This is an optimization exercise on Yosys and OpenROAD, whose aim is small area, not a production implementation.
The RTL was checked by simulation tests, not by an equivalence proof against the original design.
No activity file was given, so power comes from the tool's default toggle rates.

==> design.v <==
module single_port_ram #(
  parameter					ADDR_WIDTH = 256,
  parameter					DATA_WIDTH = 30,
  parameter					RAM_DEPTH = 1 << ADDR_WIDTH
)
  (
    input						clk,
    input						i_cs,
    input						i_we,
    input	[ADDR_WIDTH-1:0]	i_addr,
    input	[DATA_WIDTH-1:0]	i_din,
    output	[DATA_WIDTH-1:0]	o_dout
  );
    reg [DATA_WIDTH-1:0]    r_mem   [0:RAM_DEPTH-1];
    assign o_dout = (i_cs && !i_we) ? r_mem[i_addr] : 'b0;
    always @(posedge clk) begin
        if (i_cs && i_we)
            r_mem[i_addr] <= i_din;
    end
endmodule
`timescale 1ns / 1ps
module line_buf_ctrl #(
    parameter int VSW        = 1,
    parameter int VBP        = 1,
    parameter int VACT       = 4,
    parameter int VFP        = 1,
    parameter int VTOTAL     = 7,
    parameter int HSW        = 1,
    parameter int HBP        = 2,
    parameter int HACT       = 10,
    parameter int HFP        = 1,
    parameter int HTOTAL     = 14,
    parameter int ADDR_WIDTH = 10,
    parameter int DATA_WIDTH = 30,
    parameter int VSYNC_POL  = 0,     
    parameter int HSYNC_POL  = 0      
)(
    input                    clk,
    input                    rstn,
    input       [1:0]        i_mode,
    input                    i_vsync,
    input                    i_hsync,
    input                    i_de,
    input       [9:0]        i_r_data,
    input       [9:0]        i_g_data,
    input       [9:0]        i_b_data,
    output  logic            o_vsync,
    output  logic            o_hsync,
    output  logic            o_de,
    output  logic [9:0]  o_cur_r,  
    output  logic [9:0]  o_cur_g,  
    output  logic [9:0]  o_cur_b,
    output  logic [9:0]  o_tap0_r, 
    output  logic [9:0]  o_tap0_g,
    output  logic [9:0]  o_tap0_b,
    output  logic [9:0]  o_tap1_r, 
    output  logic [9:0]  o_tap1_g, 
    output  logic [9:0]  o_tap1_b,
    output logic [11:0] o_x_cnt,
    output logic [11:0] o_y_cnt,
    output logic        o_y_half,    
    output logic [1:0]  o_y_third,   
    output logic        last_line,
    output logic             o_cs1,
    output logic             o_we1,
    output logic             o_cs2,
    output logic             o_we2,
    output logic [ADDR_WIDTH-1:0] o_addr1,
    output logic [DATA_WIDTH-1:0] o_din1,
    output logic [ADDR_WIDTH-1:0] o_addr2,
    output logic [DATA_WIDTH-1:0] o_din2,
    input  logic [DATA_WIDTH-1:0] i_dout1,
    input  logic [DATA_WIDTH-1:0] i_dout2
);
    wire vsync_act = (VSYNC_POL == 0) ? i_vsync : ~i_vsync;
    wire hsync_act = (HSYNC_POL == 0) ? i_hsync : ~i_hsync; 
    wire de_act    = i_de;   
    logic vsync_d, de_d;
    always_ff @(posedge clk or negedge rstn) begin
        if (!rstn) begin
            vsync_d <= 1'b0;
            de_d    <= 1'b0;
        end else begin
            vsync_d <= vsync_act;
            de_d    <= de_act;
        end
    end
    wire vsync_rise = (~vsync_d &  vsync_act);    
    wire de_rise    = (~de_d    &  de_act);       
    typedef enum int {
        ST_IDLE           = 0,
        ST_LINE_DELAY     = 1,
        ST_VSW            = 2,
        ST_FIRST_DE_WAIT  = 3, 
        ST_FIRST_LINE_ACT = 4, 
        ST_ACTIVE_WAIT    = 5,
        ST_LINE_ACTIVE    = 6,
        ST_LAST_LINE_WAIT = 7,
        ST_LAST_LINE_ACT  = 8,
        ST_END            = 9
    } state_t;
    state_t state;
    int p_cnt;
    int cnt_hact;
    int cnt_vact;
    logic v_sync_start;
    int last_cnt;
    wire vsync_pol = (VSYNC_POL==0)? 1'b1 :1'b0;
    wire hsync_pol = (HSYNC_POL==0)? 1'b1 :1'b0;
    always_ff @(posedge clk or negedge rstn) begin 
        if (!rstn) begin
            state   <= ST_IDLE;
            p_cnt     <= 0;
            cnt_hact  <= 0;
            cnt_vact  <= 0;
            last_cnt <=0;
            o_cs1   <= 1'b0; o_we1   <= 1'b0;
            o_cs2   <= 1'b0; o_we2   <= 1'b0;
            o_vsync <= ~vsync_pol;
            o_hsync <= ~hsync_pol;
            o_de    <= 1'b0;
            o_addr1 <= '0;
            o_addr2 <= '0;
            o_din1  <= '0;
            o_din2  <= '0;
            last_line <= 1'b0;
        end else begin
            last_cnt <=0;
            o_cs1   <= 1'b0; o_we1   <= 1'b0;
            o_cs2   <= 1'b0; o_we2   <= 1'b0;
            o_vsync <= ~vsync_pol;
            o_hsync <= ~hsync_pol;
            o_de    <= 1'b0;
            o_addr1 <= '0;
            o_addr2 <= '0;
            o_din1  <= '0;
            o_din2  <= '0;
            last_line <= 1'b0;
            if (i_mode == 2'b00) begin
                o_vsync <= i_vsync;
                o_hsync <= i_hsync;
                o_de    <= i_de;
                state   <= ST_IDLE;  
            end else begin
            case (state) 
                ST_IDLE : begin
                    if (vsync_rise) begin
                        p_cnt    <= 0;
                        cnt_vact <= 0;
                        state    <= ST_LINE_DELAY;
                    end
                end
                ST_LINE_DELAY : begin
                    if (p_cnt == HTOTAL-1) begin
                        p_cnt <= 0;
                        state <= ST_VSW;
                        o_vsync <= vsync_pol;       
                        o_hsync <= i_hsync;
                        v_sync_start <=1'b1;     
                    end else begin
                        p_cnt <= p_cnt + 1;
                    end
                end 
                ST_VSW : begin
                    o_vsync <= vsync_pol;       
                    o_hsync <= i_hsync; 
                    v_sync_start <=1'b0;       
                    if (p_cnt == (HTOTAL*VSW)-1) begin
                        p_cnt <= 0;
                        state <= ST_FIRST_DE_WAIT;
                        o_vsync <= ~vsync_pol;
                        o_hsync <= i_hsync;
                    end else begin
                        p_cnt <= p_cnt + 1;
                    end
                end 
                ST_FIRST_DE_WAIT : begin
                    o_vsync <= ~vsync_pol;
                    o_hsync <= i_hsync;
                    if (de_rise) begin
                        p_cnt    <= 0;
                        state    <= ST_FIRST_LINE_ACT;
                        cnt_vact <= 0;
                        o_vsync <= ~vsync_pol;
                        o_hsync <= i_hsync;
                        o_de    <= 1'b0; 
                        o_cs1   <= 1'b1; o_we1 <= 1'b1;
                        o_cs2   <= 1'b0; o_we2 <= 1'b0;
                        o_addr1 <= p_cnt; 
                        o_addr2 <= '0;
                        o_din1  <= {i_r_data, i_g_data, i_b_data};
                        o_din2  <= '0;
                    end
                end
                ST_FIRST_LINE_ACT : begin
                    o_vsync <= ~vsync_pol;
                    o_hsync <= i_hsync;
                    o_de    <= 1'b0; 
                    o_cs1   <= 1'b1; o_we1 <= 1'b1;
                    o_cs2   <= 1'b0; o_we2 <= 1'b0;
                    o_addr1 <= p_cnt+1; 
                    o_addr2 <= '0;
                    o_din1  <= {i_r_data, i_g_data, i_b_data};
                    o_din2  <= '0;
                  if (p_cnt == HACT-1) begin
                        p_cnt    <= 0;
                        state    <= ST_ACTIVE_WAIT;
                        cnt_vact <=  1;
                        o_de <= 1'b0;
                        o_vsync <= ~vsync_pol;
                        o_hsync <= i_hsync;
                        o_cs1   <= 1'b0; o_we1 <= 1'b0;
                        o_cs2   <= 1'b0; o_we2 <= 1'b0;
                        o_addr1 <= '0; 
                        o_addr2 <= '0;
                        o_din1  <= '0;
                        o_din2  <= '0;
                    end else begin
                        p_cnt <= p_cnt + 1;
                    end
                end 
                ST_ACTIVE_WAIT : begin
                    o_de <= 1'b0;
                    o_vsync <= ~vsync_pol;
                    o_hsync <= i_hsync;
                    p_cnt <= 0;
                    if (de_rise) begin  
                        p_cnt <= 0;
                        state <= ST_LINE_ACTIVE;
                        o_de    <= 1'b1;
                        case (i_mode)
                           2'b01 : begin  
                            if ((cnt_vact % 2) == 1) begin  
                                o_cs1   <= 1'b1; o_we1 <= 1'b0;
                                o_cs2   <= 1'b1; o_we2 <= 1'b1;
                                o_addr1 <= p_cnt; 
                                o_addr2 <= p_cnt;   
                                o_din1  <= '0;
                                o_din2  <= {i_r_data, i_g_data, i_b_data};
                                end else begin             
                                    o_cs1   <= 1'b1; o_we1 <= 1'b1;
                                    o_cs2   <= 1'b1; o_we2 <= 1'b0;
                                    o_addr1 <= p_cnt; 
                                    o_addr2 <= p_cnt;
                                    o_din1  <= {i_r_data, i_g_data, i_b_data};
                                    o_din2  <= '0;
                                end
                            end
                           2'b10 : begin  
                                case (cnt_vact % 3)
                                    2'd0: begin
                                        o_cs1   <= 1'b1; o_we1 <= 1'b1;
                                        o_cs2   <= 1'b0; o_we2 <= 1'b0;
                                        o_addr1 <= p_cnt;
                                        o_din1  <= {i_r_data, i_g_data, i_b_data};
                                    end
                                    2'd1: begin
                                        o_cs1   <= 1'b0; o_we1 <= 1'b0;
                                        o_cs2   <= 1'b1; o_we2 <= 1'b1;
                                        o_addr2 <= p_cnt;
                                        o_din2  <= {i_r_data, i_g_data, i_b_data};
                                    end
                                    2'd2: begin
                                        o_cs1   <= 1'b1; o_we1 <= 1'b0;
                                        o_cs2   <= 1'b1; o_we2 <= 1'b0;
                                        o_addr1 <= p_cnt;
                                        o_addr2 <= p_cnt;
                                    end
                                endcase
                           end
                        endcase
                end
                end
                ST_LINE_ACTIVE : begin
                    o_vsync <= ~vsync_pol;
                    o_hsync <= i_hsync;
                    o_de    <= 1'b1;
                    case (i_mode)
                           2'b01 : begin  
                            if ((cnt_vact % 2) == 1) begin  
                                o_cs1   <= 1'b1; o_we1 <= 1'b0;
                                o_cs2   <= 1'b1; o_we2 <= 1'b1;
                                o_addr1 <= p_cnt+1;
                                o_addr2 <= p_cnt+1;   
                                o_din1  <= '0;
                                o_din2  <= {i_r_data, i_g_data, i_b_data};
                                end else begin             
                                    o_cs1   <= 1'b1; o_we1 <= 1'b1;
                                    o_cs2   <= 1'b1; o_we2 <= 1'b0;
                                    o_addr1 <= p_cnt+1; 
                                    o_addr2 <= p_cnt+1;
                                    o_din1  <= {i_r_data, i_g_data, i_b_data};
                                    o_din2  <= '0;
                                end
                            end
                           2'b10 : begin  
                                case (cnt_vact % 3)
                                    2'd0: begin
                                        o_cs1   <= 1'b1; o_we1 <= 1'b1;
                                        o_cs2   <= 1'b0; o_we2 <= 1'b0;
                                        o_addr1 <= p_cnt+1;
                                        o_din1  <= {i_r_data, i_g_data, i_b_data};
                                    end
                                    2'd1: begin
                                        o_cs1   <= 1'b0; o_we1 <= 1'b0;
                                        o_cs2   <= 1'b1; o_we2 <= 1'b1;
                                        o_addr2 <= p_cnt+1;
                                        o_din2  <= {i_r_data, i_g_data, i_b_data};
                                    end
                                    2'd2: begin                  
                                        o_cs1   <= 1'b1; o_we1 <= 1'b0;
                                        o_cs2   <= 1'b1; o_we2 <= 1'b0;
                                        o_addr1 <= p_cnt+1;
                                        o_addr2 <= p_cnt+1;
                                    end
                                endcase
                           end
                        endcase
                  if (p_cnt == HACT-1) begin
                        if (cnt_vact == VACT-1) begin
                            cnt_vact <= cnt_vact + 1;
                            state    <= ST_LAST_LINE_WAIT;
                            o_de <= 1'b0;
                            o_vsync <= ~vsync_pol;
                            o_hsync <= i_hsync;
                            o_cs1   <= 1'b0; o_we1 <= 1'b0;
                            o_cs2   <= 1'b0; o_we2 <= 1'b0;
                            o_addr1 <= '0; 
                            o_addr2 <= '0;
                            o_din1  <= '0;
                            o_din2  <= '0;
                        end else begin
                            cnt_vact <= cnt_vact + 1;
                            state    <= ST_ACTIVE_WAIT;
                            o_de <= 1'b0;
                            o_vsync <= ~vsync_pol;
                            o_hsync <= i_hsync;
                            o_cs1   <= 1'b0; o_we1 <= 1'b0;
                            o_cs2   <= 1'b0; o_we2 <= 1'b0;
                            o_addr1 <= '0; 
                            o_addr2 <= '0;
                            o_din1  <= '0;
                            o_din2  <= '0;
                        end
                    end else begin
                        p_cnt <= p_cnt + 1;
                    end
                end
                ST_LAST_LINE_WAIT : begin
                    p_cnt <=0;
                    o_hsync <= i_hsync;
                    if (last_cnt == (HFP + HBP + HSW) - 1) begin
                        last_line <= 1'b1;  
                        last_cnt <= 0;
                        p_cnt <=0;
                        state <= ST_LAST_LINE_ACT;
                        o_vsync <= ~vsync_pol;
                        o_hsync <= i_hsync;
                        o_de    <= 1'b1;
                        case (i_mode)
                           2'b01 : begin  
                            if ((cnt_vact % 2) == 1) begin  
                                o_cs1   <= 1'b1; o_we1 <= 1'b0;
                                o_cs2   <= 1'b0; o_we2 <= 1'b0;
                                o_addr1 <= '0;   o_addr2 <= '0;  
                                o_din1  <= '0;   o_din2  <= '0;
                                end else begin             
                                    o_cs1   <= 1'b0; o_we1 <= 1'b0;
                                    o_cs2   <= 1'b1; o_we2 <= 1'b0;
                                    o_addr1 <= '0; o_addr2 <= '0;
                                    o_din1  <= '0;
                                    o_din2  <= '0;
                                end
                            end
                           2'b10 : begin  
                                case (cnt_vact % 3)
                                    2'd0: begin
                                    end
                                    2'd1: begin
                                        o_cs1   <= 1'b1; o_we1 <= 1'b0;
                                        o_cs2   <= 1'b0; o_we2 <= 1'b0;
                                        o_addr2 <= '0;
                                    end
                                    2'd2: begin
                                        o_cs1   <= 1'b1; o_we1 <= 1'b0;
                                        o_cs2   <= 1'b1; o_we2 <= 1'b0;
                                        o_addr1 <= '0;
                                        o_addr2 <= '0;
                                    end
                                endcase
                           end
                        endcase
                    end else begin
                        last_cnt <= last_cnt + 1;
                    end
                end 
                ST_LAST_LINE_ACT : begin
                    last_line <= 1'b1;
                    o_vsync <= ~vsync_pol;
                    o_hsync <= i_hsync;
                    o_de    <= 1'b1;  
                     case (i_mode)
                           2'b01 : begin  
                            if ((cnt_vact % 2) == 1) begin  
                                o_cs1   <= 1'b1; o_we1 <= 1'b0;
                                o_cs2   <= 1'b0; o_we2 <= 1'b0;
                                o_addr1 <= p_cnt+1;  o_addr2 <= '0;  
                                o_din1  <= '0;       o_din2  <= '0;
                            end else begin  
                                o_cs1   <= 1'b0; o_we1 <= 1'b0;
                                o_cs2   <= 1'b1; o_we2 <= 1'b0;
                                o_addr1 <= '0;   o_addr2 <= p_cnt+1;
                                o_din1  <= '0;   o_din2  <= '0;
                             end
                            end
                           2'b10 : begin  
                                case (cnt_vact % 3)
                                    2'd0: begin
                                        ;
                                    end
                                    2'd1: begin
                                        o_cs1   <= 1'b1; o_we1 <= 1'b0;
                                        o_cs2   <= 1'b0; o_we2 <= 1'b0;
                                        o_addr1 <= p_cnt+1; ;
                                    end
                                    2'd2: begin
                                        o_cs1   <= 1'b1; o_we1 <= 1'b0;
                                        o_cs2   <= 1'b1; o_we2 <= 1'b0;
                                        o_addr1 <= p_cnt+1;;
                                        o_addr2 <= p_cnt+1;;
                                    end
                                endcase
                           end
                        endcase
                    if (p_cnt == HACT-1) begin
                        state <= ST_END;
                        last_line <= 1'b0;
                        o_vsync <= ~vsync_pol;
                        o_hsync <= i_hsync;
                        o_de    <= 1'b0;
                        o_cs1   <= 1'b0; o_we1 <= 1'b0;
                        o_cs2   <= 1'b0; o_we2 <= 1'b0;
                        o_addr1 <= '0; 
                        o_addr2 <= '0;  
                        o_din1  <= '0;
                        o_din2  <= '0;
                    end else begin
                        p_cnt <= p_cnt + 1;
                    end
                end
                ST_END : begin
                    o_vsync <= ~vsync_pol;
                    o_hsync <= i_hsync;
                    o_de    <= 1'b0;
                    if (vsync_rise) begin
                        p_cnt    <= 0;
                        cnt_vact <= 0;
                        state    <= ST_LINE_DELAY;
                    end
                end
            endcase
        end
        end
    end
logic [DATA_WIDTH-1:0] tap0_bus;  
logic [DATA_WIDTH-1:0] tap1_bus;  
always_comb begin
    tap0_bus = '0;
    tap1_bus = '0;
    case (i_mode)
        2'b01: begin 
            if (o_de) begin
                if ((cnt_vact % 2) == 1) tap0_bus = i_dout1;
                else tap0_bus = i_dout2;
            end
        end
        2'b10: begin  
            if (o_de && (cnt_vact % 3) == 2) begin
                tap1_bus = i_dout1; 
                tap0_bus = i_dout2; 
            end else if(last_line && (cnt_vact % 3) == 2)begin
                tap1_bus = i_dout1;  
                tap0_bus = i_dout2; 
            end else if(last_line && (cnt_vact % 3) == 1)begin
                tap0_bus = i_dout1; 
            end
        end
        default: begin
            tap0_bus = '0;
            tap1_bus = '0;
        end
    endcase
end
logic [9:0] d_cur_r, d_cur_g, d_cur_b;
always_ff @( posedge clk or negedge rstn ) begin : blockName
    if(!rstn) begin
        d_cur_r <= 10'd0;
        d_cur_g <= 10'd0;
        d_cur_b <= 10'd0;
    end else begin
        d_cur_r <= i_r_data;
        d_cur_g <= i_g_data;
        d_cur_b <= i_b_data;
    end
end
always_comb begin
    o_cur_r  = 10'd0;
    o_cur_g  = 10'd0;
    o_cur_b  = 10'd0;
    o_tap0_r = 10'd0;
    o_tap0_g = 10'd0;
    o_tap0_b = 10'd0;
    o_tap1_r = 10'd0;
    o_tap1_g = 10'd0;
    o_tap1_b = 10'd0;
    if (!rstn) begin
    end else begin
        if (i_mode == 2'b00) begin
            if (o_de) begin
                o_cur_r = d_cur_r;
                o_cur_g = d_cur_g;
                o_cur_b = d_cur_b;
            end
        end else begin
            if (o_de) begin
                o_cur_r = d_cur_r;
                o_cur_g = d_cur_g;
                o_cur_b = d_cur_b;
            end
            if (o_de) begin
                o_tap0_r = tap0_bus[29:20];
                o_tap0_g = tap0_bus[19:10];
                o_tap0_b = tap0_bus[9:0];
                o_tap1_r = tap1_bus[29:20];
                o_tap1_g = tap1_bus[19:10];
                o_tap1_b = tap1_bus[9:0];
            end
        end
    end
end
logic [11:0] y_cnt , x_cnt;
assign x_cnt = p_cnt;
assign y_cnt = cnt_vact;
assign o_x_cnt         = x_cnt;
assign o_y_cnt         = y_cnt;
assign o_y_half  = y_cnt[0];       
assign o_y_third = y_cnt % 3;      
endmodule
module scaler_core #(
    parameter int DATA_WIDTH = 10
)(
    input  logic                  clk,
    input  logic                  rstn,
    input  logic                  i_vsync,
    input  logic                  i_hsync,
    input  logic [1:0]            i_mode,        
    input  logic [1:0]            i_method,        
    input  logic                  i_de,
    input  logic [DATA_WIDTH-1:0] i_cur_r,
    input  logic [DATA_WIDTH-1:0] i_cur_g,
    input  logic [DATA_WIDTH-1:0] i_cur_b,
    input  logic [DATA_WIDTH-1:0] i_tap0_r,
    input  logic [DATA_WIDTH-1:0] i_tap0_g,
    input  logic [DATA_WIDTH-1:0] i_tap0_b,
    input  logic [DATA_WIDTH-1:0] i_tap1_r,
    input  logic [DATA_WIDTH-1:0] i_tap1_g,
    input  logic [DATA_WIDTH-1:0] i_tap1_b,
    input  logic [11:0]           i_x_cnt,
    input  logic [11:0]           i_y_cnt,
    input  logic                  i_y_half,    
    input  logic [1:0]            i_y_third,   
    input  logic                  last_line,
    output logic                  o_de_scaled,
    output logic [DATA_WIDTH-1:0] o_r_scaled,
    output logic [DATA_WIDTH-1:0] o_g_scaled,
    output logic [DATA_WIDTH-1:0] o_b_scaled,
    output logic o_vsync,
    output logic o_hsync
);
reg d_de, d_last_line;
wire fall_de;
reg fall_last_line;
always_ff @( posedge clk or negedge rstn ) begin 
    if(!rstn)begin
        d_de <=0;
        d_last_line <=0;
        fall_last_line <=0;  
    end else begin
        d_de <= i_de;
        d_last_line <= last_line;
        if((d_last_line==1'b1) && (last_line == 1'b0)) begin
            fall_last_line <= 1'b1;
        end else begin
            fall_last_line <= 1'b0;
        end
    end
end
assign fall_de = (d_de==1'b1) && (i_de==1'b0);
    logic [DATA_WIDTH-1:0] cur_r_d0_2,  cur_r_d1_2;
    logic [DATA_WIDTH-1:0] cur_g_d0_2,  cur_g_d1_2;
    logic [DATA_WIDTH-1:0] cur_b_d0_2,  cur_b_d1_2;
    logic [DATA_WIDTH-1:0] tap0_r_d0_2, tap0_r_d1_2;
    logic [DATA_WIDTH-1:0] tap0_g_d0_2, tap0_g_d1_2;
    logic [DATA_WIDTH-1:0] tap0_b_d0_2, tap0_b_d1_2;
    always_ff @(posedge clk or negedge rstn) begin
        if (!rstn) begin
            cur_r_d0_2  <= '0; cur_r_d1_2  <= '0;
            cur_g_d0_2  <= '0; cur_g_d1_2  <= '0;
            cur_b_d0_2  <= '0; cur_b_d1_2  <= '0;
            tap0_r_d0_2 <= '0; tap0_r_d1_2 <= '0;
            tap0_g_d0_2 <= '0; tap0_g_d1_2 <= '0;
            tap0_b_d0_2 <= '0; tap0_b_d1_2 <= '0;
        end
        else if (i_de) begin
            cur_r_d1_2  <= cur_r_d0_2;
            cur_r_d0_2  <= i_cur_r;
            cur_g_d1_2  <= cur_g_d0_2;
            cur_g_d0_2  <= i_cur_g;
            cur_b_d1_2  <= cur_b_d0_2;
            cur_b_d0_2  <= i_cur_b;
            tap0_r_d1_2 <= tap0_r_d0_2;
            tap0_r_d0_2 <= i_tap0_r;
            tap0_g_d1_2 <= tap0_g_d0_2;
            tap0_g_d0_2 <= i_tap0_g;
            tap0_b_d1_2 <= tap0_b_d0_2;
            tap0_b_d0_2 <= i_tap0_b;
        end
    end
    logic calc_en_half ;
    logic last_pix_pad;   
    logic last_pix_pad_line;  
    always_ff @( posedge clk or negedge  rstn ) begin 
        if(!rstn) begin
            calc_en_half <= 1'b0;
            last_pix_pad <= 1'b0;
            last_pix_pad_line<=1'b0;
        end else begin
            if(last_line && (i_y_cnt%2==0))begin
                calc_en_half <=1'b0;  
            end else if (last_line && (i_y_cnt%2 ==1) && (i_y_half) && (i_x_cnt%2==1)) begin
                calc_en_half <= 1'b1;  
            end else if (i_de && (i_y_half) && (i_x_cnt%2==1) ) begin
                calc_en_half <= 1'b1; 
            end else if (!((d_last_line==1'b1) && (last_line == 1'b0) ) &&
                        fall_de && (i_x_cnt%2==0)&& (!i_y_half)) begin
                calc_en_half <= 1'b1; 
                last_pix_pad <= 1'b1;
            end else if ((d_last_line==1'b1) && (last_line == 1'b0) 
                        && fall_de && (i_x_cnt%2==0) && (i_y_half))  begin
                calc_en_half <= 1'b1; 
                last_pix_pad_line <= 1'b1;  
            end else begin
                calc_en_half <= 1'b0;
                last_pix_pad <= 1'b0;
                last_pix_pad_line <=1'b0;
            end
        end
    end
    logic [DATA_WIDTH+1:0] sum_r2, sum_g2, sum_b2;
    logic [DATA_WIDTH-1:0] avg_r2, avg_g2, avg_b2;
    logic [DATA_WIDTH-1:0] samp_r2, samp_g2, samp_b2;
    always_comb begin
        if (last_pix_pad_line) begin
            sum_r2 = (tap0_r_d0_2)*4;
            sum_g2 = (tap0_g_d0_2)*4;
            sum_b2 = (tap0_b_d0_2)*4;
        end else if (last_line) begin
            sum_r2 = (tap0_r_d0_2 + tap0_r_d1_2)*2;
            sum_g2 = (tap0_g_d0_2 + tap0_g_d1_2)*2;
            sum_b2 = (tap0_b_d0_2 + tap0_b_d1_2)*2;
        end else if(last_pix_pad)begin
            sum_r2 = (cur_r_d0_2 + tap0_r_d0_2)*2;
            sum_g2 = (cur_g_d0_2 + tap0_g_d0_2)*2;
            sum_b2 = (cur_b_d0_2 + tap0_b_d0_2)*2;
        end else begin
            sum_r2 = cur_r_d0_2  + cur_r_d1_2
               + tap0_r_d0_2 + tap0_r_d1_2;
            sum_g2 = cur_g_d0_2  + cur_g_d1_2
               + tap0_g_d0_2 + tap0_g_d1_2;
            sum_b2 = cur_b_d0_2  + cur_b_d1_2
               + tap0_b_d0_2 + tap0_b_d1_2;
        end
        avg_r2 = sum_r2 >> 2;    
        avg_g2 = sum_g2 >> 2;
        avg_b2 = sum_b2 >> 2;
        if (last_pix_pad_line) begin
            samp_r2 = tap0_r_d0_2;   
            samp_g2 = tap0_g_d0_2;
            samp_b2 = tap0_b_d0_2;
        end else if (last_line) begin
            samp_r2 = tap0_r_d1_2;   
            samp_g2 = tap0_g_d1_2;
            samp_b2 = tap0_b_d1_2;
        end else if(last_pix_pad)begin
            samp_r2 = tap0_r_d0_2;   
            samp_g2 = tap0_g_d0_2;
            samp_b2 = tap0_b_d0_2;
        end else begin
            samp_r2 = tap0_r_d1_2;   
            samp_g2 = tap0_g_d1_2;
            samp_b2 = tap0_b_d1_2;
        end
    end
    logic [DATA_WIDTH-1:0] cur_r_d0,  cur_r_d1_3,  cur_r_d2_3;
    logic [DATA_WIDTH-1:0] cur_g_d0,  cur_g_d1_3,  cur_g_d2_3;
    logic [DATA_WIDTH-1:0] cur_b_d0,  cur_b_d1_3,  cur_b_d2_3;
    logic [DATA_WIDTH-1:0] tap0_r_d0, tap0_r_d1_3, tap0_r_d2_3;
    logic [DATA_WIDTH-1:0] tap0_g_d0, tap0_g_d1_3, tap0_g_d2_3;
    logic [DATA_WIDTH-1:0] tap0_b_d0, tap0_b_d1_3, tap0_b_d2_3;
    logic [DATA_WIDTH-1:0] tap1_r_d0, tap1_r_d1_3, tap1_r_d2_3;
    logic [DATA_WIDTH-1:0] tap1_g_d0, tap1_g_d1_3, tap1_g_d2_3;
    logic [DATA_WIDTH-1:0] tap1_b_d0, tap1_b_d1_3, tap1_b_d2_3;
    always_ff @(posedge clk or negedge rstn) begin
        if (!rstn) begin
            cur_r_d0  <= '0; cur_r_d1_3  <= '0; cur_r_d2_3  <= '0;
            cur_g_d0  <= '0; cur_g_d1_3  <= '0; cur_g_d2_3  <= '0;
            cur_b_d0  <= '0; cur_b_d1_3  <= '0; cur_b_d2_3  <= '0;
            tap0_r_d0 <= '0; tap0_r_d1_3 <= '0; tap0_r_d2_3 <= '0;
            tap0_g_d0 <= '0; tap0_g_d1_3 <= '0; tap0_g_d2_3 <= '0;
            tap0_b_d0 <= '0; tap0_b_d1_3 <= '0; tap0_b_d2_3 <= '0;
            tap1_r_d0 <= '0; tap1_r_d1_3 <= '0; tap1_r_d2_3 <= '0;
            tap1_g_d0 <= '0; tap1_g_d1_3 <= '0; tap1_g_d2_3 <= '0;
            tap1_b_d0 <= '0; tap1_b_d1_3 <= '0; tap1_b_d2_3 <= '0;
        end
        else if (i_de) begin
            cur_r_d2_3 <= cur_r_d1_3;
            cur_r_d1_3 <= cur_r_d0;
            cur_r_d0   <= i_cur_r;
            cur_g_d2_3 <= cur_g_d1_3;
            cur_g_d1_3 <= cur_g_d0;
            cur_g_d0   <= i_cur_g;
            cur_b_d2_3 <= cur_b_d1_3;
            cur_b_d1_3 <= cur_b_d0;
            cur_b_d0   <= i_cur_b;
            tap0_r_d2_3 <= tap0_r_d1_3;
            tap0_r_d1_3 <= tap0_r_d0;
            tap0_r_d0   <= i_tap0_r;
            tap0_g_d2_3 <= tap0_g_d1_3;
            tap0_g_d1_3 <= tap0_g_d0;
            tap0_g_d0   <= i_tap0_g;
            tap0_b_d2_3 <= tap0_b_d1_3;
            tap0_b_d1_3 <= tap0_b_d0;
            tap0_b_d0   <= i_tap0_b;
            tap1_r_d2_3 <= tap1_r_d1_3;
            tap1_r_d1_3 <= tap1_r_d0;
            tap1_r_d0   <= i_tap1_r;
            tap1_g_d2_3 <= tap1_g_d1_3;
            tap1_g_d1_3 <= tap1_g_d0;
            tap1_g_d0   <= i_tap1_g;
            tap1_b_d2_3 <= tap1_b_d1_3;
            tap1_b_d1_3 <= tap1_b_d0;
            tap1_b_d0   <= i_tap1_b;
        end
    end
    logic [1:0] x_mod3;
    always_ff @(posedge clk or negedge rstn) begin
        if (!rstn) begin
            x_mod3 <= 2'd0;
        end
        else if (!i_de) begin
            x_mod3 <= 2'd0;
        end
        else if (x_mod3 == 2'd2) begin
            x_mod3 <= 2'd0;
        end
        else begin
            x_mod3 <= x_mod3 + 2'd1;
        end
    end
    logic calc_en_third;
    logic last_pix_pad_3_1;
    logic last_pix_pad_3_2;
    logic last_pix_pad_en;
    logic last_line_3_1;
    always_ff @( posedge clk or negedge  rstn ) begin 
        if(!rstn) begin
            calc_en_third <= 1'b0;
            last_line_3_1 <=1'b0;
        end else begin
            if (last_line && (i_y_third==2'd2)&&(x_mod3==2'd2))begin
                calc_en_third <= 1'b1;
                last_line_3_1 <=1'b1;
            end
            else if(i_de&& (i_y_third==2'd2)&&(x_mod3==2'd2)) begin
                calc_en_third <= 1'b1; 
            end else if (fall_de&& (i_y_third==2'd0)
                &&(x_mod3==2'd2)&&(i_x_cnt!=0)) begin
                calc_en_third <= 1'b1; 
            end else if (last_pix_pad_en) begin
                calc_en_third <= 1'b1; 
            end else begin
                calc_en_third <= 1'b0; 
                last_line_3_1 <=1'b0;
            end
        end
    end
    always_ff @( posedge clk or negedge  rstn ) begin 
        if(!rstn) begin
            last_pix_pad_3_1<= 1'b0;
            last_pix_pad_3_2<= 1'b0;
        end else begin
            if(fall_de&& (i_y_third==2'd0)&&
                (x_mod3==2'd2)&&(i_x_cnt!=0)) begin
                last_pix_pad_3_1<= 1'b1; 
            end else if(last_pix_pad_en) begin
                last_pix_pad_3_2<= 1'b1; 
            end else begin
                last_pix_pad_3_1<= 1'b0; 
                last_pix_pad_3_2<= 1'b0;
            end
        end
    end
    always_ff @( posedge clk or negedge rstn ) begin : blockName
        if(!rstn) begin
            last_pix_pad_en <=0;
        end else begin
            if(fall_de&& (i_y_third==2'd0)&&
                (x_mod3==2'd1) &&(i_x_cnt!=0)) begin
                last_pix_pad_en <=1; 
            end else begin
                last_pix_pad_en <=0;
            end
        end
    end
    logic [DATA_WIDTH+3:0] sum_r3, sum_g3, sum_b3;
    logic [DATA_WIDTH-1:0] avg_r3, avg_g3, avg_b3;
    logic [DATA_WIDTH-1:0] samp_r3, samp_g3, samp_b3;
    logic [DATA_WIDTH-1:0] cross_r3, cross_g3, cross_b3;
    logic [DATA_WIDTH+2:0] sum_r3_cross, sum_g3_cross, sum_b3_cross;
    always_comb begin
        if (last_line_3_1) begin  
            sum_r3 = (tap0_r_d2_3+tap0_r_d1_3 + tap0_r_d0 ) *2
                    + (tap1_r_d2_3 + tap1_r_d1_3 + tap1_r_d0 ) ;
            sum_g3 = (tap0_g_d2_3+tap0_g_d1_3 + tap0_g_d0 ) *2
                    + (tap1_g_d2_3 + tap1_g_d1_3 + tap1_g_d0 ) ;
            sum_b3 = (tap0_b_d2_3+tap0_b_d1_3 + tap0_b_d0 ) *2
                    + (tap1_b_d2_3 + tap1_b_d1_3 + tap1_b_d0 ) ;
        end  else if(last_pix_pad_3_2) begin  
           sum_r3 = (tap1_r_d0 + tap0_r_d0 + cur_r_d0)*3;  
           sum_g3 = (tap1_g_d0 + tap0_g_d0 + cur_g_d0)*3; 
           sum_b3 = (tap1_b_d0 + tap0_b_d0 + cur_b_d0)*3; 
        end else if ( last_pix_pad_3_1)begin  
           sum_r3 = (tap1_r_d0 + tap0_r_d0 + cur_r_d0)*2
                    +tap1_r_d1_3 + tap0_r_d1_3 + cur_r_d1_3 ;  
           sum_g3 = (tap1_g_d0 + tap0_g_d0 + cur_g_d0)*2
                    +tap1_g_d1_3 + tap0_g_d1_3 + cur_g_d1_3 ; 
           sum_b3 = (tap1_b_d0 + tap0_b_d0 + cur_b_d0)*2
                    +tap1_b_d1_3 + tap0_b_d1_3 + cur_b_d1_3 ;
        end else begin
            sum_r3 = tap1_r_d2_3 + tap1_r_d1_3 + tap1_r_d0
               + tap0_r_d2_3 + tap0_r_d1_3 + tap0_r_d0
               + cur_r_d2_3  + cur_r_d1_3  + cur_r_d0;
            sum_g3 = tap1_g_d2_3 + tap1_g_d1_3 + tap1_g_d0
                + tap0_g_d2_3 + tap0_g_d1_3 + tap0_g_d0
                + cur_g_d2_3  + cur_g_d1_3  + cur_g_d0;
            sum_b3 = tap1_b_d2_3 + tap1_b_d1_3 + tap1_b_d0
                + tap0_b_d2_3 + tap0_b_d1_3 + tap0_b_d0
                + cur_b_d2_3  + cur_b_d1_3  + cur_b_d0;
        end
        avg_r3 = sum_r3 / 9;
        avg_g3 = sum_g3 / 9;
        avg_b3 = sum_b3 / 9;
         if(last_pix_pad_3_2)begin
            samp_r3 = tap1_r_d0;
            samp_g3 = tap1_g_d0;
            samp_b3 = tap1_b_d0;
        end else if(last_pix_pad_3_1) begin
            samp_r3 = tap1_r_d1_3;
            samp_g3 = tap1_g_d1_3;
            samp_b3 = tap1_b_d1_3;
        end else begin
            samp_r3 = tap1_r_d2_3;
            samp_g3 = tap1_g_d2_3;
            samp_b3 = tap1_b_d2_3;
        end
        if(last_pix_pad_3_2)begin
            sum_r3_cross = tap1_r_d0 + cur_r_d0 + tap0_r_d0*4;
            sum_g3_cross = tap1_g_d0 + cur_g_d0 + tap0_g_d0*4;
            sum_b3_cross = tap1_b_d0 + cur_b_d0 + tap0_b_d0*4;
        end else if(last_pix_pad_3_1) begin
            sum_r3_cross = tap1_r_d0 + cur_r_d0 + tap0_r_d0*3 + tap0_r_d1_3;
            sum_g3_cross = tap1_g_d0 + cur_g_d0 + tap0_g_d0*3 + tap0_g_d1_3;
            sum_b3_cross = tap1_b_d0 + cur_b_d0 + tap0_b_d0*3 + tap0_b_d1_3;
        end else begin
            sum_r3_cross = tap1_r_d1_3 + cur_r_d1_3 + tap0_r_d1_3*2
                    + tap0_r_d0   + tap0_r_d2_3;
            sum_g3_cross = tap1_g_d1_3 + cur_g_d1_3 + tap0_g_d1_3*2
                        + tap0_g_d0   + tap0_g_d2_3;
            sum_b3_cross = tap1_b_d1_3 + cur_b_d1_3 + tap0_b_d1_3*2
                        + tap0_b_d0   + tap0_b_d2_3;
        end
        cross_r3 = sum_r3_cross / 6;
        cross_g3 = sum_g3_cross / 6;
        cross_b3 = sum_b3_cross / 6;
    end
    logic vsync_d0, vsync_d1, vsync_d2;
    logic hsync_d0, hsync_d1, hsync_d2;
    always_ff @(posedge clk or negedge rstn) begin
        if (!rstn) begin
            vsync_d0 <= 1'b0;
            vsync_d1 <= 1'b0;
            vsync_d2 <= 1'b0;
            hsync_d0 <= 1'b0;
            hsync_d1 <= 1'b0;
            hsync_d2 <= 1'b0;
        end
        else begin
            vsync_d0 <= i_vsync;
            vsync_d1 <= vsync_d0;
            vsync_d2 <= vsync_d1;
            hsync_d0 <= i_hsync;
            hsync_d1 <= hsync_d0;
            hsync_d2 <= hsync_d1;
        end
    end
    always_ff @( posedge clk or negedge rstn ) begin 
        if(!rstn) begin
            o_vsync <= 1'b0;
            o_hsync <= 1'b0;
        end else begin
            if(i_mode==2'b00) begin  
                o_vsync <= i_vsync;  
                o_hsync <= i_hsync;
            end else if(i_mode==2'b01) begin
                o_vsync <=vsync_d1; 
                o_hsync <=hsync_d1;
            end else if(i_mode==2'b10)begin
                o_vsync <= vsync_d2; 
                o_hsync <= hsync_d2;
            end
        end
    end
    always_ff @(posedge clk or negedge rstn) begin
        if (!rstn) begin
            o_de_scaled <= 1'b0;
            o_r_scaled  <= '0;
            o_g_scaled  <= '0;
            o_b_scaled  <= '0;
        end
        else begin
             case (i_mode)
                2'b00: begin  
                    o_de_scaled <= i_de;
                    if (i_de) begin
                        o_r_scaled <= i_cur_r;
                        o_g_scaled <= i_cur_g;
                        o_b_scaled <= i_cur_b;
                    end
                    else begin
                        o_r_scaled <= '0;
                        o_g_scaled <= '0;
                        o_b_scaled <= '0;
                    end
                end
                2'b01: begin  
                    o_de_scaled <= calc_en_half;
                    if (calc_en_half) begin
                        if (i_method[0] == 1'b0) begin
                            o_r_scaled <= samp_r2;
                            o_g_scaled <= samp_g2;
                            o_b_scaled <= samp_b2;
                        end
                        else begin
                            o_r_scaled <= avg_r2;
                            o_g_scaled <= avg_g2;
                            o_b_scaled <= avg_b2;
                        end
                    end
                    else begin
                        o_r_scaled <= '0;
                        o_g_scaled <= '0;
                        o_b_scaled <= '0;
                    end
                end
                2'b10: begin  
                    o_de_scaled <= calc_en_third;
                    if (calc_en_third) begin
                        unique case (i_method)
                            2'b00: begin  
                                o_r_scaled <= samp_r3;
                                o_g_scaled <= samp_g3;
                                o_b_scaled <= samp_b3;
                            end
                            2'b01: begin  
                                o_r_scaled <= avg_r3;
                                o_g_scaled <= avg_g3;
                                o_b_scaled <= avg_b3;
                            end
                            2'b10: begin  
                                o_r_scaled <= cross_r3;
                                o_g_scaled <= cross_g3;
                                o_b_scaled <= cross_b3;
                            end
                            default: begin
                                o_r_scaled <= avg_r3;
                                o_g_scaled <= avg_g3;
                                o_b_scaled <= avg_b3;
                            end
                        endcase
                    end
                    else begin
                        o_r_scaled <= '0;
                        o_g_scaled <= '0;
                        o_b_scaled <= '0;
                    end
                end
                default: begin
                    o_de_scaled <= 1'b0;
                    o_r_scaled  <= '0;
                    o_g_scaled  <= '0;
                    o_b_scaled  <= '0;
                end
            endcase
        end
    end
endmodule
`timescale 1ns / 1ps
module scaler_top #(
    parameter int VSW   = 2,
    parameter int VBP   = 2,
    parameter int VACT  = 11,
    parameter int VFP   = 2,
    parameter int HSW   = 4,
    parameter int HBP   = 8,
    parameter int HACT  = 31,
    parameter int HFP   = 8,
    parameter int ADDR_WIDTH     = 5,
    parameter int RGB_WIDTH      = 10,    
    parameter int RAM_DATA_WIDTH = 30,    
    parameter int VSYNC_POL      = 0,     
    parameter int HSYNC_POL      = 0
)(
    input  logic                   clk,         
    input  logic                   rstn,
    input  logic [1:0]             i_mode,      
    input  logic [1:0]             i_method, 
    input  logic                   i_vsync,
    input  logic                   i_hsync,
    input  logic                   i_de,
    input  logic [RGB_WIDTH-1:0]   i_r_data,
    input  logic [RGB_WIDTH-1:0]   i_g_data,
    input  logic [RGB_WIDTH-1:0]   i_b_data,
    output logic                   o_vsync,
    output logic                   o_hsync,
    output logic                   o_de_scaled,
    output logic [RGB_WIDTH-1:0]   o_r_scaled,
    output logic [RGB_WIDTH-1:0]   o_g_scaled,
    output logic [RGB_WIDTH-1:0]   o_b_scaled
);
    localparam int VTOTAL = VSW + VBP + VACT + VFP;
    localparam int HTOTAL = HSW + HBP + HACT + HFP;
    logic                   cs1, we1;
    logic                   cs2, we2;
    logic [ADDR_WIDTH-1:0]  addr1, addr2;
    logic [RAM_DATA_WIDTH-1:0] din1,  din2;
    logic [RAM_DATA_WIDTH-1:0] dout1, dout2;
    logic                    de_lb;
    logic [RGB_WIDTH-1:0]    cur_r,  cur_g,  cur_b;
    logic [RGB_WIDTH-1:0]    tap0_r, tap0_g, tap0_b;
    logic [RGB_WIDTH-1:0]    tap1_r, tap1_g, tap1_b;
    logic [11:0]             x_cnt;
    logic [11:0]             y_cnt;
    logic                    y_half;
    logic [1:0]              y_third;
    logic last_line;
    logic w_o_hsync,w_o_vsync;
    line_buf_ctrl #(
        .VSW        (VSW),
        .VBP        (VBP),
        .VACT       (VACT),
        .VFP        (VFP),
        .VTOTAL     (VTOTAL),
        .HSW        (HSW),
        .HBP        (HBP),
        .HACT       (HACT),
        .HFP        (HFP),
        .HTOTAL     (HTOTAL),
        .ADDR_WIDTH (ADDR_WIDTH),
        .DATA_WIDTH (RAM_DATA_WIDTH),
        .VSYNC_POL  (VSYNC_POL),
        .HSYNC_POL  (HSYNC_POL)
    ) u_line_buf_ctrl (
        .clk            (clk),
        .rstn           (rstn),
        .i_mode         (i_mode),
        .i_vsync        (i_vsync),
        .i_hsync        (i_hsync),
        .i_de           (i_de),
        .i_r_data       (i_r_data),
        .i_g_data       (i_g_data),
        .i_b_data       (i_b_data),
        .o_vsync        (w_o_vsync),
        .o_hsync        (w_o_hsync),
        .o_de           (de_lb),
        .o_cur_r        (cur_r),
        .o_cur_g        (cur_g),
        .o_cur_b        (cur_b),
        .o_tap0_r       (tap0_r),
        .o_tap0_g       (tap0_g),
        .o_tap0_b       (tap0_b),
        .o_tap1_r       (tap1_r),
        .o_tap1_g       (tap1_g),
        .o_tap1_b       (tap1_b),
        .o_x_cnt        (x_cnt),
        .o_y_cnt        (y_cnt),
        .o_y_half (y_half),
        .o_y_third(y_third),
        .last_line(last_line),
        .o_cs1          (cs1),
        .o_we1          (we1),
        .o_cs2          (cs2),
        .o_we2          (we2),
        .o_addr1        (addr1),
        .o_din1         (din1),
        .o_addr2        (addr2),
        .o_din2         (din2),
        .i_dout1        (dout1),
        .i_dout2        (dout2)
    );
    single_port_ram #(
        .ADDR_WIDTH (ADDR_WIDTH),
        .DATA_WIDTH (RAM_DATA_WIDTH)
    ) u_sram1 (
        .clk    (clk),
        .i_cs   (cs1),
        .i_we   (we1),
        .i_addr (addr1),
        .i_din  (din1),
        .o_dout (dout1)
    );
    single_port_ram #(
        .ADDR_WIDTH (ADDR_WIDTH),
        .DATA_WIDTH (RAM_DATA_WIDTH)
    ) u_sram2 (
        .clk    (clk),
        .i_cs   (cs2),
        .i_we   (we2),
        .i_addr (addr2),
        .i_din  (din2),
        .o_dout (dout2)
    );
    scaler_core #(
        .DATA_WIDTH (RGB_WIDTH)
    ) u_scaler_core (
        .clk             (clk),
        .rstn            (rstn),
        .i_mode          (i_mode),
        .i_method        (i_method),
        .i_vsync        (w_o_vsync),
        .i_hsync        (w_o_hsync),
        .o_hsync        (o_hsync),
        .o_vsync        (o_vsync),
        .i_de            (de_lb),
        .i_cur_r         (cur_r),
        .i_cur_g         (cur_g),
        .i_cur_b         (cur_b),
        .i_tap0_r        (tap0_r),
        .i_tap0_g        (tap0_g),
        .i_tap0_b        (tap0_b),
        .i_tap1_r        (tap1_r),
        .i_tap1_g        (tap1_g),
        .i_tap1_b        (tap1_b),
        .i_x_cnt         (x_cnt),
        .i_y_cnt         (y_cnt),
        .i_y_half  (y_half),
        .i_y_third (y_third),
        .last_line(last_line),
        .o_de_scaled     (o_de_scaled),
        .o_r_scaled      (o_r_scaled),
        .o_g_scaled      (o_g_scaled),
        .o_b_scaled      (o_b_scaled)
    );
endmodule
==> run.sh <==
#!/bin/bash
# synth_recipe.tcl (not shown) runs the flow's synth.tcl, then flattens the netlist and writes it again
# the make line also repeats each setting of config.mk as NAME=value (left out here)
make -C /OpenROAD-flow-scripts/flow DESIGN_CONFIG=/design/flow/config.mk WORK_HOME=/design/flow/orfs CLKGATE_MAP_FILE= SYNTH_SCRIPT=/design/flow/synth_recipe.tcl finish
==> config.mk <==
export PLATFORM = sky130hd
export DESIGN_NAME = scaler_top
export DESIGN_NICKNAME = scaler_top
export VERILOG_FILES = /design/flow/design.v
export SDC_FILE = /design/flow/constraint.sdc
export NUM_CORES = 4
export LEC_CHECK = 0
export CAP_MARGIN = 20
export CORE_MARGIN = 2
export CORE_UTILIZATION = 40
export SLEW_MARGIN = 20
==> constraint.sdc <==
create_clock -name core_clock -period 20.0 [get_ports {clk}]
set_input_delay 4.0000 -clock core_clock [delete_from_list [all_inputs] [get_ports {clk}]]
set_output_delay 4.0000 -clock core_clock [all_outputs]
set_load 0.01 [all_outputs]
==> run_results.csv <==
group,metric,value,unit
outcome,outcome,"complete, no violations",
place,hpwlAfterDp,316,mm
worst_setup_path,r2r_start,"u_scaler_core.tap1_r_d1_3[1]",
worst_hold_path,holdCritPathClass,"reg2reg",
clocking,postCtsHoldBufs,0,
finish,seq_area,71000,µm²
yosys,synth_area,147000,µm²
routing,drt-total-wl,457,mm
timing,rsz0062_at_grt,"false",
finish,multi_input_area,71100,µm²
timing,min_period_over_period,84.5,%
yosys,synth_seq_cells,2451,
floorplanning,die_x,610,µm
worst_setup_path,rrSetupSlack,3.10,ns
worst_setup_path,critPathMaxFanout,11,
yosys,synth_ff_type,"edfxtp_1",
floorplanning,die-area,373000,µm²
pwr,power,30.6,mW
yosys,synth_cell_type_count,152,
clocking,cts_buffer_depth,4,
worst_hold_path,holdPathStages,0,
timing,final-setup-viol-count,0,
global_routing,first_global_vias,99000,
pwr,leakage,58.5,nW
floorplanning,start_util,40.2,%
yosys,yosys_warnings,3,
routing,drtAntennaViolNets,0,
global_routing,grt_pass1_wl,668,mm
yosys,synth_enable_flop_cells,1920,
yosys,syn_nets,13300,
clocking,cts_max_level,4,
finish,final_cell_area,163000,µm²
worst_setup_path,critical_path_required,20.77,ns
place,routabilityCongestion,0.904,
worst_setup_path,critPathArrivalTime,17.67,ns
floorplanning,core.rowCount,222,
routing,viasPerCell,5.99,
routing,drc_errors,0,
clocking,cts_tree,"yes",
timing,setup_ws,3.10,ns
worst_hold_path,hp-start,"u_scaler_core.vsync_d0",
finish,drive_gt1_share,12.1,%
pwr,peakVddDrop,0.613,mV
timing,timing.hold.ws,0.343,ns
worst_setup_path,path_delay_family,"compound AO/OA/AOI/OAI gates",
clocking,post_cts_buffers,0,
timing,max_freq,59.2,MHz
worst_hold_path,holdPathEnd,"u_scaler_core.vsync_d1",
place,placed_area,154000,µm²
clocking,ctsRootBufferMaster,"clkbuf_16",
timing,finalHoldViolations,0,
yosys,synth_compound_area_share,14.7,%
floorplanning,die_y,610,µm
place,place_ws,3.38,ns
clocking,path_clk_slew,0.07,ns
worst_setup_path,crit_type,"reg2reg",
routing,route.vias.total,103000,
yosys,synthAdderAreaFrac,11.6,%
routing,wl_per_cell,26.6,µm
clocking,numCtsBuffers,248,
yosys,synth.avg_cell_area,12.1,µm²
worst_setup_path,rr_worst_depth,56,
worst_setup_path,crit_top_cell,"a21oi_1",
yosys,synth_cells,12200,
worst_setup_path,start_kind,"register",
yosys,yosys.area_share.xor_xnor,3.90,%
global_routing,overflow,0,
timing,tns,0,ns
yosys,synth_top_family_by_area,"compound AO/OA/AOI/OAI gates",
clocking,insertion_delay,0.92,ns
floorplanning,core,366000,µm²
timing,fin_crit,16.90,ns
yosys,synthMuxAreaShare,9.05,%
place,port_buffers,71,
timing,max-slew-margin-rel,16.5,%
global_routing,antenna_found_initial,30,
pwr,powerDensity,189,nW/µm²
clocking,ctsResizeCount,0,
timing,skew,0.0418,ns
worst_setup_path,r2r-end,"u_scaler_core.o_r_scaled[0]",
finish,area_delta_synth_final,10.5,%
floorplanning,boundaryPins,72,
finish,fillers,33100,
timing,finalMaxSlewViolations,0,
worst_setup_path,slowest_delay,0.80,ns
yosys,yosys.area_share.simple,8.67,%
global_routing,gr-usage-all-layers,24.0,%
clocking,cts.sinks,2451,
yosys,ys_async_sr_fraction,21.7,%
routing,drtPass1Iterations,9,
worst_setup_path,end_kind,"register",
worst_setup_path,critical-path-slowest-cell,"a2111oi_2",
global_routing,grt_max_degree,166,
run,maxCapViolCount,0,
yosys,seq_area_frac_synth,48.2,%
timing,worst_pin_slew,1.24,ns
worst_setup_path,crit_buf_inv,4,
routing,drt_iter0_drc,11600,
finish,nets,13300,
[worst max-delay path by stage]
stage,startpoint,cells after the start,endpoint,slack (ns)
after floorplan,u_scaler_core.tap1_b_d1_3[0],56,u_scaler_core.o_b_scaled[0],5.84
after global placement,u_scaler_core.tap1_r_d1_3[1],56,u_scaler_core.o_r_scaled[0],3.48
after detailed placement,u_scaler_core.tap1_r_d1_3[1],56,u_scaler_core.o_r_scaled[0],3.38
after CTS,u_scaler_core.tap1_r_d1_3[1],56,u_scaler_core.o_r_scaled[0],3.32
after global routing,u_scaler_core.tap1_r_d1_3[1],56,u_scaler_core.o_r_scaled[0],1.66
final,u_scaler_core.tap1_r_d1_3[1],56,u_scaler_core.o_r_scaled[0],3.10
[cells in the final DEF, fill, tap and decap left out, drive strengths merged, types with 91 or more instances in the layout]
master	netlist	layout
a22oi	255	255
and2	131	131
o211ai	96	96
nor2	784	784
o21bai	224	224
ha	613	613
xnor2	485	485
o21a	91	91
nand3	198	198
a21o	165	165
a211oi	178	178
nor3	172	172
fa	459	459
mux4	480	480
inv	931	938
dfrtp	531	531
nand2b	91	91
xor2	169	169
nand2	689	689
o31ai	97	97
buf	146	237
mux2i	127	127
clkbuf	383	348
mux2	107	107
o21ai	563	563
edfxtp	1920	1920
a21oi	748	748
[final cells by class]
class | count | share of cell area, %
timing repair buffer | 305 | 1.56
tap | 4816 | 3.71
antenna | 22 | 0.0339
sequential | 2451 | 43.7
inverter | 938 | 2.17
multi-input combinational | 8238 | 43.8
clock buffer | 348 | 4.29
clock inverter | 108 | 0.785
[sequential cells by signal, indices dropped and copies added, names as in the netlist, 30 cells and up]
name                      flops
u_line_buf_ctrl.p_cnt        32
u_line_buf_ctrl.o_din2       30
u_line_buf_ctrl.last_cnt     32
u_sram2.r_mem               960
u_line_buf_ctrl.cnt_vact     32
u_sram1.r_mem               960
u_line_buf_ctrl.o_din1       30
[per-stage QoR]
| step | utilization (%) | instances |
|---|---|---|
| final | 44.4 | 17200 |
| after global routing | 44.4 | 17200 |
| after CTS | 44.4 | 17200 |
| after detailed placement | 42.2 | 16700 |
| after global placement | 42.2 | 16700 |
| after floorplan | - | 12200 |
[power by group]
part	switching [mW]	internal, mW
sequential	0.117	5.50
combinational	12.7	7.55
clock	2.03	2.75
[per-layer routing]
metal / share of wire (%) / wire length [µm] / vias up / track usage, %
met5: 0.0059 / 27 / - / 0
met4: 4.0 / 18400 / 4 / 8.83
met3: 7.3 / 33600 / 652 / 3.32
met2: 46 / 211000 / 3972 / 38.3
met1: 42 / 194000 / 52800 / 33.5
li1: - / - / 45900 / -
[synthesized netlist by cell type, types with 66 or more instances]
cell type	instances	share of area [%]
xor2_1	169	1.0
inv_1	927	2.4
buf_1	96	0.24
a21o_1	165	0.84
o21bai_1	224	1.1
o211ai_1	93	0.47
fa_1	459	6.2
a22oi_1	254	1.3
o21a_1	90	0.46
nor2_1	781	2.0
nand2b_1	91	0.39
or3_1	66	0.28
mux2i_1	125	0.85
nand3_1	195	0.66
clkbuf_1	383	0.98
o31ai_1	95	0.48
o21ai_0	524	1.8
ha_1	613	5.2
nand2_1	686	1.8
a211oi_1	169	0.86
nor3_1	168	0.57
mux2_2	103	0.79
mux4_2	480	7.3
dfrtp_1	531	9.0
o22ai_1	72	0.31
xnor2_1	483	2.9
a31oi_1	87	0.37
nor2b_1	79	0.34
and2_1	127	0.54
edfxtp_1	1920	39
a21oi_1	745	2.5
[logic make-up after synthesis]
| group | Yosys count |
|---|---|
| AO/OA/AOI/OAI | 3160 |
| XOR/XNOR | 654 |
| adder cells (fa/ha/maj) | 1099 |
| buffers and inverters | 1467 |
| flip-flops | 2451 |
| multiplexers | 714 |
| AND/OR/NAND/NOR | 2611 |

## separate check: timing with driven ports
In the flow no input, the clock included, has a driving cell. The finished layout below was timed again as built, in two steps.
Step 1, drivers: a clkbuf_16 drives clk and a buf_2 each remaining input, both assumed.
Step 2 times the ports against the registers' clock, not the clock port: input delays grow and output delays shrink by t, the midpoint of the rising clock arrivals with the driver on.
a / b / c = no drivers / after step 1 / after step 2; a / b = the first two.
shift t [ns]: 1.008
setup WS [ns]: 3.104 / 3.104 / 3.104
clock arrival spread, ns: 0.042 / 0.042
After both steps setup and hold are still met in this run. The setup slack of this run moves by 0.000 ns with the drivers and by 0.000 ns with both steps.
